This is an optimization exercise on Yosys and OpenROAD, whose aim is small area, not a production implementation.
Only simulation tests tie the RTL to the original design; equivalence was not proved.
No activity file was given, so power comes from the tool's default toggle rates.

==> flow/design.v <==
`timescale 1ns / 1ps
module rpi(
	input clk_100mhz,
	input reset,
	input RSTN,
	input [15:0] SW,
	input [3:0] BTN_IN,
	input ps2_clk,
	input ps2_data,
	output [3:0] BTN_OUT,
	output LEDCLK,
	output LEDDT,
	output LEDEN,
	output SEGCLK,
	output SEGDT,
	output SEGEN,
	input SegLedClk,
	output [4:0] SegLedData
 );
	wire clk = clk_100mhz;
	function [6:0] hexseg;
		input [3:0] h;
		case (h)
			4'h0: hexseg = 7'b0111111;
			4'h1: hexseg = 7'b0000110;
			4'h2: hexseg = 7'b1011011;
			4'h3: hexseg = 7'b1001111;
			4'h4: hexseg = 7'b1100110;
			4'h5: hexseg = 7'b1101101;
			4'h6: hexseg = 7'b1111101;
			4'h7: hexseg = 7'b0000111;
			4'h8: hexseg = 7'b1111111;
			4'h9: hexseg = 7'b1101111;
			4'ha: hexseg = 7'b1110111;
			4'hb: hexseg = 7'b1111100;
			4'hc: hexseg = 7'b0111001;
			4'hd: hexseg = 7'b1011110;
			4'he: hexseg = 7'b1111001;
			default: hexseg = 7'b1110001;
		endcase
	endfunction
	function [31:0] rawmap;
		input [31:0] d;
		rawmap = {d[30], d[15], d[11], d[23], d[31], d[22], d[10], d[3],
		          d[28], d[14], d[9],  d[21], d[29], d[20], d[8],  d[2],
		          d[26], d[13], d[7],  d[19], d[27], d[18], d[6],  d[1],
		          d[24], d[12], d[5],  d[17], d[25], d[16], d[4],  d[0]};
	endfunction
	function [7:0] digit;
		input [31:0] d;
		input fl;
		input [2:0] g;
		digit = {d[{2'b01, g}], hexseg(d[{g, 2'b00} +: 4]) & {7{~(fl & (g == 3'd2))}}};
	endfunction
	localparam [10:0] DL_199  = 11'd1251;    
	localparam [10:0] DL_1199 = 11'd1103;    
	reg        RSTN_temp;
	reg [15:0] sw_temp;
	reg [10:0] dl;
	reg        d_ok, d_hold;   
	reg [15:0] SW_OK;
	reg        rst_db;
	wire chg = (RSTN_temp != RSTN) || (sw_temp != SW);
	always @(posedge clk) begin
		if (reset || chg) dl <= 11'd0;
		else dl <= {dl[9:0], ~(dl[10] ^ dl[8])};
		if (reset) begin
			RSTN_temp <= 1'b1; sw_temp <= 16'd0; d_ok <= 1'b0; d_hold <= 1'b0;
			SW_OK <= 16'd0; rst_db <= 1'b0;
		end else begin
			RSTN_temp <= RSTN;
			sw_temp <= SW;
			if (chg) begin
				d_ok <= 1'b0; d_hold <= 1'b0;
			end else begin
				if (dl == DL_199) d_ok <= 1'b1;
				if (dl == DL_1199) d_hold <= 1'b1;
				if (d_ok) begin
					SW_OK <= SW;
					if (RSTN || d_hold) rst_db <= ~RSTN;
				end
			end
		end
	end
	wire sub_rst = reset | rst_db;
	reg [15:0] cc;
	always @(posedge clk)
		if (sub_rst) cc <= 16'hFFFF;
		else         cc <= cc + 16'd1;
	wire flash_now = cc[15] ^ (&cc[14:0]);           
	localparam [2:0] S_R5 = 3'd4, S_END = 3'd5, S_IDLE = 3'd7;
	reg [2:0] clk1;
	always @(posedge clk)
		if (reset) clk1 <= 3'd0;
		else       clk1 <= clk1 + 3'd1;
	wire tick = clk1 == 3'd3;
	wire [3:0] Keyy = ~BTN_IN;
	reg  [3:0] btn_temp;
	reg        scan, deb;      
	reg  [7:0] kcnt;           
	reg  [2:0] krow;           
	reg  [4:0] Key_out;
	wire [1:0] num = (Keyy == 4'b0010) ? 2'd1 :
	                 (Keyy == 4'b0100) ? 2'd2 :
	                 (Keyy == 4'b1000) ? 2'd3 : 2'd0;
	always @(posedge clk) begin
		if (reset) begin
			btn_temp <= 4'd0; scan <= 1'b0; deb <= 1'b0; kcnt <= 8'd0;
			krow <= S_IDLE; Key_out <= 5'd0;
		end else if (tick) begin
			btn_temp <= Keyy;
			if ((btn_temp != Keyy) && !scan) begin
				kcnt <= 8'd0; deb <= 1'b0; scan <= 1'b1;
			end else if (!deb) begin
				if (kcnt == 8'd199) begin deb <= 1'b1; kcnt <= 8'd0; end
				else kcnt <= kcnt + 8'd1;
			end else if (scan) begin
				if (krow == S_END) begin
					krow <= S_IDLE; scan <= 1'b0;
				end else if (kcnt < 8'd25)
					kcnt <= kcnt + 8'd1;
				else begin
					kcnt <= 8'd0;
					if (krow == S_IDLE || ~|Keyy) krow <= krow + 3'd1;
					else begin
						Key_out <= {krow, num};
						scan <= 1'b0;
						krow <= S_IDLE;
					end
				end
			end
		end
	end
	assign BTN_OUT[0] = (krow != S_IDLE) && (krow != 3'd0);
	assign BTN_OUT[1] = (krow != S_IDLE) && (krow != 3'd1);
	assign BTN_OUT[2] = (krow != S_IDLE) && (krow != 3'd2);
	assign BTN_OUT[3] = (krow != S_IDLE) && (krow != 3'd3);
	wire prst = reset | SW_OK[0];
	reg ps2_clk_flag0, ps2_clk_flag1, ps2_clk_flag2, neg_sh;
	reg [3:0] pnum;
	reg [7:0] temp_data;
	reg [9:0] ps2_code;
	reg data_expand, data_break;
	wire neg = !ps2_clk_flag1 & ps2_clk_flag2;
	always @(posedge clk) begin
		if (prst) begin
			ps2_clk_flag0 <= 1'b0; ps2_clk_flag1 <= 1'b0; ps2_clk_flag2 <= 1'b0;
			neg_sh <= 1'b0; pnum <= 4'd0; ps2_code <= 10'd0;
			data_expand <= 1'b0; data_break <= 1'b0;
		end else begin
			ps2_clk_flag0 <= ps2_clk;
			ps2_clk_flag1 <= ps2_clk_flag0;
			ps2_clk_flag2 <= ps2_clk_flag1;
			neg_sh <= neg;
			if (pnum == 4'd11) pnum <= 4'd0;
			else if (neg) pnum <= pnum + 4'd1;
			if (pnum == 4'd11) begin
				if (temp_data == 8'hE0) data_expand <= 1'b1;
				else if (temp_data == 8'hF0) data_break <= 1'b1;
				else begin
					ps2_code <= {data_expand, data_break, temp_data};
					data_expand <= 1'b0;
					data_break <= 1'b0;
				end
			end
		end
	end
	always @(posedge clk)
		if (neg_sh && pnum >= 4'd2 && pnum <= 4'd9)
			temp_data <= {ps2_data, temp_data[7:1]};
	reg [29:0] data;
	always @(posedge clk)
		if (reset) data <= 30'd0;
		else if (Key_out != 5'd0) data <= {Key_out[3:0], ps2_code, SW_OK};
	wire [31:0] data32 = {data[29:26], 2'b00, data[25:0]};
	wire seg_win = cc[10:7] == 4'b1000;
	wire seg_ld  = seg_win & (&cc[6:0]);
	reg  [29:0] sdata;
	reg         stex, svalid;
	always @(posedge clk) begin
		if (seg_ld) begin sdata <= data; stex <= SW_OK[15]; end
		if (sub_rst) svalid <= 1'b0;
		else if (seg_ld) svalid <= 1'b1;
	end
	wire [5:0] sk = seg_win ? cc[6:1] : 6'd0;
	wire sflash = cc[15] ^ (cc[14:11] == 4'd0);
	wire [31:0] sd32 = {sdata[29:26], 2'b00, sdata[25:0]};
	wire [7:0]  sdig = digit(sd32, sflash, sk[5:3]);
	wire [31:0] sraw = rawmap(sd32);
	assign SEGDT  = svalid & (stex ? sdig[sk[2:0]] : ~sraw[sk[4:0]]);
	assign SEGCLK = seg_win & cc[0];
	assign SEGEN  = ~(seg_win & (|cc[6:0]) & ~(&cc[6:0]));
	wire led_win = cc[10:5] == 6'b100000;
	wire led_ld  = led_win & (cc[4:0] == 5'd30);
	reg [15:0] ldata;
	reg        llast;
	always @(posedge clk) begin
		if (sub_rst) ldata <= 16'd0;
		else if (led_ld) ldata <= data[15:0];
		llast <= ldata[15];
	end
	wire [3:0] lk = led_win ? cc[4:1] : 4'd0;
	assign LEDDT  = (led_win & (&cc[4:0])) ? llast : ldata[lk];
	assign LEDCLK = led_win & cc[0];
	assign LEDEN  = ~(led_win & (|cc[4:0]) & ~(&cc[4:0]));
	localparam [9:0] RL_1000 = 10'd356;      
	reg  [1:0] clk_reg;
	reg  [9:0] rl;
	reg        busy;
	wire redge = clk_reg == 2'b01;
	wire busy_next = ~reset & (redge | (busy & (rl != RL_1000)));
	always @(posedge clk) begin
		if (redge) rl <= 10'd0;
		else       rl <= {rl[8:0], ~(rl[9] ^ rl[6])};
		if (reset) begin
			clk_reg <= 2'b00;
			busy <= 1'b0;
		end else begin
			clk_reg <= {clk_reg[0], SegLedClk};
			busy <= busy_next;
		end
	end
	reg [15:0] rled;
	reg        rled_ones;
	always @(posedge clk)
		if (!busy_next) begin rled <= data[15:0]; rled_ones <= sub_rst; end
	reg [29:0] rdata;
	reg        rtex, rflash;
	reg [4:0]  ri;
	reg [4:0]  dataR;
	wire [3:0] rk = ~ri[3:0];
	wire [31:0] rd32 = {rdata[29:26], 2'b00, rdata[25:0]};
	wire [7:0]  rdig = digit(rd32, rflash, rk[3:1]);
	wire [31:0] rraw = rawmap(rd32);
	wire [3:0]  rnib = rtex ? (rk[0] ? rdig[7:4] : rdig[3:0]) : ~rraw[{rk[2:0], 2'b00} +: 4];
	wire [4:0] rout = ri[4] ? 5'd0 : {rnib, rled_ones | rled[rk]};
	always @(posedge clk) begin
		if (reset) dataR <= 5'd0;
		else if (redge & busy) dataR <= rout;
		if (redge) begin
			if (!busy) begin
				rdata <= data; rtex <= SW_OK[15]; rflash <= flash_now;
				ri <= 5'd0;
			end else if (!ri[4])
				ri <= ri + 5'd1;
		end
	end
	assign SegLedData = dataR;
endmodule
==> flow/flow/run.sh <==
#!/bin/bash
# Own layout flow: the standard synthesis, then its combinational logic
# re-mapped for area with ABC (the registers are left exactly as synthesised),
# then the standard layout steps with small port buffers and a clock tree
# without dummy loads. Each tool's output goes to a log file in this folder.
set -euo pipefail
W=$(pwd)
R=$W/orfs/results/$FLOW_PLATFORM/rpi/base
LIB=$FLOW_HOME/platforms/$FLOW_PLATFORM/lib/sky130_fd_sc_hd__tt_025C_1v80.lib
YOSYS=$(command -v yosys || true)
[ -n "$YOSYS" ] || YOSYS=$FLOW_HOME/../tools/install/yosys/bin/yosys

bash standard.sh synth > "$W/log_1_standard_synth.log" 2>&1

cp "$R/1_2_yosys.v" "$W/standard_synth.v"
# ABC area scripts, four at a time; the smallest result is kept, then
# re-mapped once more from its own structure
R2="balance;rewrite;refactor;balance;rewrite;rewrite,-z;balance;refactor,-z;rewrite,-z;balance"
AM="strash;dch,-f;amap"
AM3="$AM;$AM;$AM"
AME="$AM,-E,0.01;$AM,-E,0.01;$AM,-E,0.01"
SCRIPTS=("$AM3;topo" "strash;dc2;$R2;$AM3;topo" "strash;$R2;dch,-f;amap,-F,3;topo"
         "strash;ifraig;$R2;$AM3;topo" "$AME;topo" "$AM,-x;$AM,-x;$AM,-x;topo"
         "$AM,-E,0.01,-A,8;$AM,-E,0.01,-A,8;$AM,-E,0.01,-A,8;topo" "strash;dc2;dc2;$AM3;topo")
remap() {  # remap INPUT TAG SCRIPT
    sed -e "s#@LIB@#$LIB#g" -e "s#@IN@#$1#g" -e "s#@OUT@#$W/remap_$2.v#g" \
        -e "s#@SCRIPT@#$3#g" "$W/flow/remap.ys" > "$W/remap_$2.ys"
    "$YOSYS" -q -l "$W/log_2_remap_$2.log" "$W/remap_$2.ys" > /dev/null 2>&1 || true
}
area() { grep 'Chip area' "$W/log_2_remap_$1.log" 2>/dev/null | tail -1 | awk '{print $NF}'; }
best=; best_area=
pick() {
    for t in "$@"; do
        a=$(area "$t")
        [ -n "$a" ] || continue
        if [ -z "$best" ] || awk -v a="$a" -v b="$best_area" 'BEGIN{exit !(a<b)}'; then
            best=$t; best_area=$a
        fi
    done
}
for i in 0 1 2 3; do remap "$W/standard_synth.v" "$i" "${SCRIPTS[$i]}" & done; wait
for i in 4 5 6 7; do remap "$W/standard_synth.v" "$i" "${SCRIPTS[$i]}" & done; wait
pick 0 1 2 3 4 5 6 7
[ -n "$best" ] || { echo "no remapped netlist" >&2; exit 1; }
first=$best
remap "$W/remap_$first.v" "${first}_a" "${SCRIPTS[0]}" &
remap "$W/remap_$first.v" "${first}_b" "${SCRIPTS[4]}" &
wait
pick "${first}_a" "${first}_b"
echo "kept remap_$best.v, area $best_area" > "$W/log_2_remap_choice.log"
cp "$W/remap_$best.v" "$R/1_2_yosys.v"
sed -e "s#@LIB@#$LIB#g" -e "s#@OUT@#$R/1_2_yosys.v#g" "$W/flow/check.ys" > "$W/check.ys"
"$YOSYS" -q -l "$W/log_2_check.log" "$W/check.ys" > /dev/null 2>&1
# the registers must be exactly those of the standard synthesis
flops() { grep -oE 'sky130_fd_sc_hd__[a-z]*df[a-z0-9_]* +[^ ]+' "$1" | sort; }
if ! diff <(flops "$W/standard_synth.v") <(flops "$R/1_2_yosys.v") > "$W/log_2_flops.log"; then
    echo "register set changed" >&2; exit 1
fi

bash standard.sh \
    "CTS_ARGS=-sink_clustering_enable -repair_clock_nets -dont_use_dummy_load -buf_list sky130_fd_sc_hd__clkbuf_4 -sink_clustering_size 10 -sink_clustering_max_diameter 50" \
    "BUFFER_PORTS_ARGS=-buffer_cell sky130_fd_sc_hd__buf_1" \
    finish > "$W/log_3_layout.log" 2>&1
==> flow/flow/check.ys <==
# Sanity check of the re-mapped netlist: every net driven, no loops.
read_liberty -lib @LIB@
read_verilog @OUT@
hierarchy -check -top rpi
check -assert
stat -liberty @LIB@
==> flow/flow/remap.ys <==
# Re-map the combinational logic of the standard synthesis netlist for area.
# Sequential and special cells stay black boxes, so every register keeps its
# name and cell type.
read_liberty -ignore_miss_func @LIB@
blackbox sky130_fd_sc_hd__*df* sky130_fd_sc_hd__*dl* sky130_fd_sc_hd__conb_1 sky130_fd_sc_hd__*tap* sky130_fd_sc_hd__decap* sky130_fd_sc_hd__*lpflow* sky130_fd_sc_hd__*probe* sky130_fd_sc_hd__diode* sky130_fd_sc_hd__macro*
read_verilog @IN@
hierarchy -check -top rpi
flatten
opt_clean
abc -script +@SCRIPT@ -liberty @LIB@ -dont_use *lpflow* -dont_use *probe* -dont_use *clk* -dont_use *dly* -dont_use *bleeder*
opt_clean -purge
setundef -zero
splitnets
opt_clean -purge
stat -liberty @LIB@
write_verilog -noattr -noexpr -nohex -nodec @OUT@
==> flow/standard.sh <==
#!/bin/bash
# synth_recipe.tcl (not shown) runs the flow's synth.tcl, then flattens the netlist and writes it again
# the make line also repeats each setting of config.mk as NAME=value (left out here)
make -C /OpenROAD-flow-scripts/flow DESIGN_CONFIG=/design/flow/config.mk WORK_HOME=/design/flow/orfs CLKGATE_MAP_FILE= SYNTH_SCRIPT=/design/flow/synth_recipe.tcl "${@:-finish}"
==> flow/config.mk <==
export PLATFORM = sky130hd
export DESIGN_NAME = rpi
export DESIGN_NICKNAME = rpi
export VERILOG_FILES = /design/flow/design.v
export SDC_FILE = /design/flow/constraint.sdc
export NUM_CORES = 4
export LEC_CHECK = 0
export CAP_MARGIN = 20
export CORE_MARGIN = 2
export CORE_UTILIZATION = 70
export SLEW_MARGIN = 20
==> flow/constraint.sdc <==
create_clock -name core_clock -period 10.0 [get_ports {clk_100mhz}]
set_input_delay 2.0000 -clock core_clock [delete_from_list [all_inputs] [get_ports {clk_100mhz}]]
set_output_delay 2.0000 -clock core_clock [all_outputs]
set_load 0.01 [all_outputs]
==> results.toml <==
[critical_path]
rr_endpoint = "rflash$_DFFE_PP_"
cpPeakStageDelay_ps = 510
ff2ff_path_depth = 16
cp_max_fo = 13
worstSetupPathType = "flip-flop to primary output"
cp-endpoint = "SEGDT"
path_common_cell = "inv_1"
end_kind = "primary output"
critPathArrivalTime_ps = 4890
reg2reg_setup_slack_ps = 5900
cp_cell_sequence = "inv_1, nor4_2, inv_1, nor2_1, inv_1, nor2_1, nand2_1, a32o_1, o21ai_0, inv_1, nor2_1, inv_1, o22ai_1, a2111oi_0, o32ai_1, nand3_1, and2_0, nor2b_1, nor2_1, buf_1"
crit_slowest_cell = "nor4_2"
cp-start-kind = "flip-flop"
required_ps = 8000
regToRegStartpoint = "cc[1]$_SDFF_PP1_"
cp-startpoint = "cc[10]$_SDFF_PP1_"

[timing]
rsz0062_at_grt = "false"
final.period_utilization_pct = 68.9
fin_worst_skew_ps = 69.5
setup_viol = 0
holdWs_ps = 406
timing.fmax_ghz = 0.145
fin_tns_setup_ps = 0
tightest_slew_ps = 980
post-route-worst-setup-slack_ps = 3110
slew_viol_final = 0
hold_violations = 0
finalCriticalPeriod_ps = 6890
maxSlewHeadroom_pct = 34.5

[finish]
num-nets-final = 1188
layout.cells.most_common = "nor2_1"
area_delta_synth_final_pct = 6.86
nFillCells = 1010
final_cell_count_no_fill = 1345
drive_above_1_share_pct = 4.05
final_cell_mix = "nor2_1 (219), dfxtp_1 (174), inv_1 (116)"
largestRegisters = "data: 30 flops, rdata: 30 flops, sdata: 30 flops"
fin_util_pct = 76.7

[routing]
vias = 8815
drtIter0Drc = 1192
routedWlPerCell_um = 19.5
drtPass1Iterations = 10
postRouteAntennaNets = 0
routed_wl_um = 26200
drc_errors = 0
viasPerCell = 6.55

[min_path]
hold_path_class = "flip-flop to flip-flop"

[clock_tree]
clock_latency_ps = 660
htree_levels = 2
cts_sinks = 267
cts_hold_repair.buffers = 0
cts_tree = "built"
clock_tree.root_cell = "clkbuf_4"
numCtsBuffers = 34
clockBufferDepth = 3
cts_resized = 0
cts_setup_buffers = 0
path_clk_slew_ps = 100

[global_routing]
grt-ovfl-total = 0
grt_pass1_vias = 8185
grtUsageTotal_pct = 32.8
grt_pass1_wl_um = 42000
antenna_found_initial = 1
grt_max_degree = 58

[floorplan]
io_pins = 41
start_util_pct = 71.8
die_height_um = 126
core_area_sq_mm = 0.0146
dieWidth_um = 126
rows = 44
die_area_sq_mm = 0.0160

[synth]
ys_warn_count = 1
synth_fp_nets = 1104
syn_area_sq_mm = 0.0105
syn_inst = 1078
avgSynthCellArea_sq_um = 9.72

[pwr]
max-vdd-ir-drop_uv = 147
leakage_nw = 4.13
cellPowerDensity_mw_per_mm2 = 162

[place]
place_ws_ps = 3520
hpwlAfterDp_um = 18400
port_buffers = 40
dp_cells = 1309
routabilityCongestion = 0.979

[run]
maxCapViolCount = 0

[outcome]
status = "complete, no violations"
worst max-delay path, delay by kind of cell, from the launching register on:
family	cells	cell delay, ps
AND/OR/NAND/NOR	9	1820
flip-flops	1	360
buffers and inverters	6	1050
AO/OA/AOI/OAI	5	980
per-stage QoR:
step                      area [sq um]  power (mW)
final                            11200        1.81
after global placement           10900        1.33
after global routing             11200        1.87
after detailed placement         10900        1.34
after CTS                        11200        1.80
after floorplan                  10500        1.29
power by group:
| group | internal (mW) | switching, mW |
|---|---|---|
| logic | 0.0446 | 0.0920 |
| registers | 1.15 | 0.0307 |
| clock network | 0.158 | 0.331 |
| total | 1.35 | 0.454 |
layer usage:
layer | track usage (%) | routed length (um)
met3 | 5.78 | 2400
met1 | 45.5 | 10700
met2 | 52.0 | 12300
met4 | 13.5 | 782
met5 | 0 | 0
area by class of cell:
class / instances / area [sq um] / area share (%)
multi-input combinational: 695 / 3780 / 33.8
inverter: 116 / 435 / 3.89
sequential: 267 / 6280 / 56.1
clock buffer: 34 / 255 / 2.28
timing repair buffer: 48 / 211 / 1.89
antenna: 1 / 2.50 / 0.0224
tap: 184 / 230 / 2.06
worst min-delay path by stage:
stage                     slack [ps]  depth (start not counted)                   start          endpoint
after CTS                        410                          1        cc[0]$_SDFF_PP1_  cc[0]$_SDFF_PP1_
after global routing             430                          1        cc[0]$_SDFF_PP1_  cc[0]$_SDFF_PP1_
after floorplan                  350                          0  ldata[15]$_SDFFE_PP0P_     llast$_DFF_P_
after global placement           380                          1        cc[0]$_SDFF_PP1_  cc[0]$_SDFF_PP1_
after detailed placement         390                          0  ldata[15]$_SDFFE_PP0P_     llast$_DFF_P_
final                            410                          1        cc[0]$_SDFF_PP1_  cc[0]$_SDFF_PP1_

==> what the ideal ports hide <==
The flow's constraints put no driver on any port. The routed layout listed below was extracted and timed again, unchanged, in two steps.
Step 1 assumes that a clkbuf_16 drives the clock port and a buf_2 every other input.
Step 2 also shifts input and output timing later by t, the mid clock arrival at the registers, as if the neighbouring blocks saw the same clock.
a / b / c = no drivers / after step 1 / after step 2; a / b = the first two.
t (ns): 0.661
setup WS [ns]: 3.109 / 3.069 / 3.730
worst setup path after step 2: register to output
worst data-port slew with drivers (ns): 0.04
After both steps setup and hold are still met in this run. For this run, drivers alone change the setup slack by -0.040 ns; drivers and shift together by +0.621 ns.
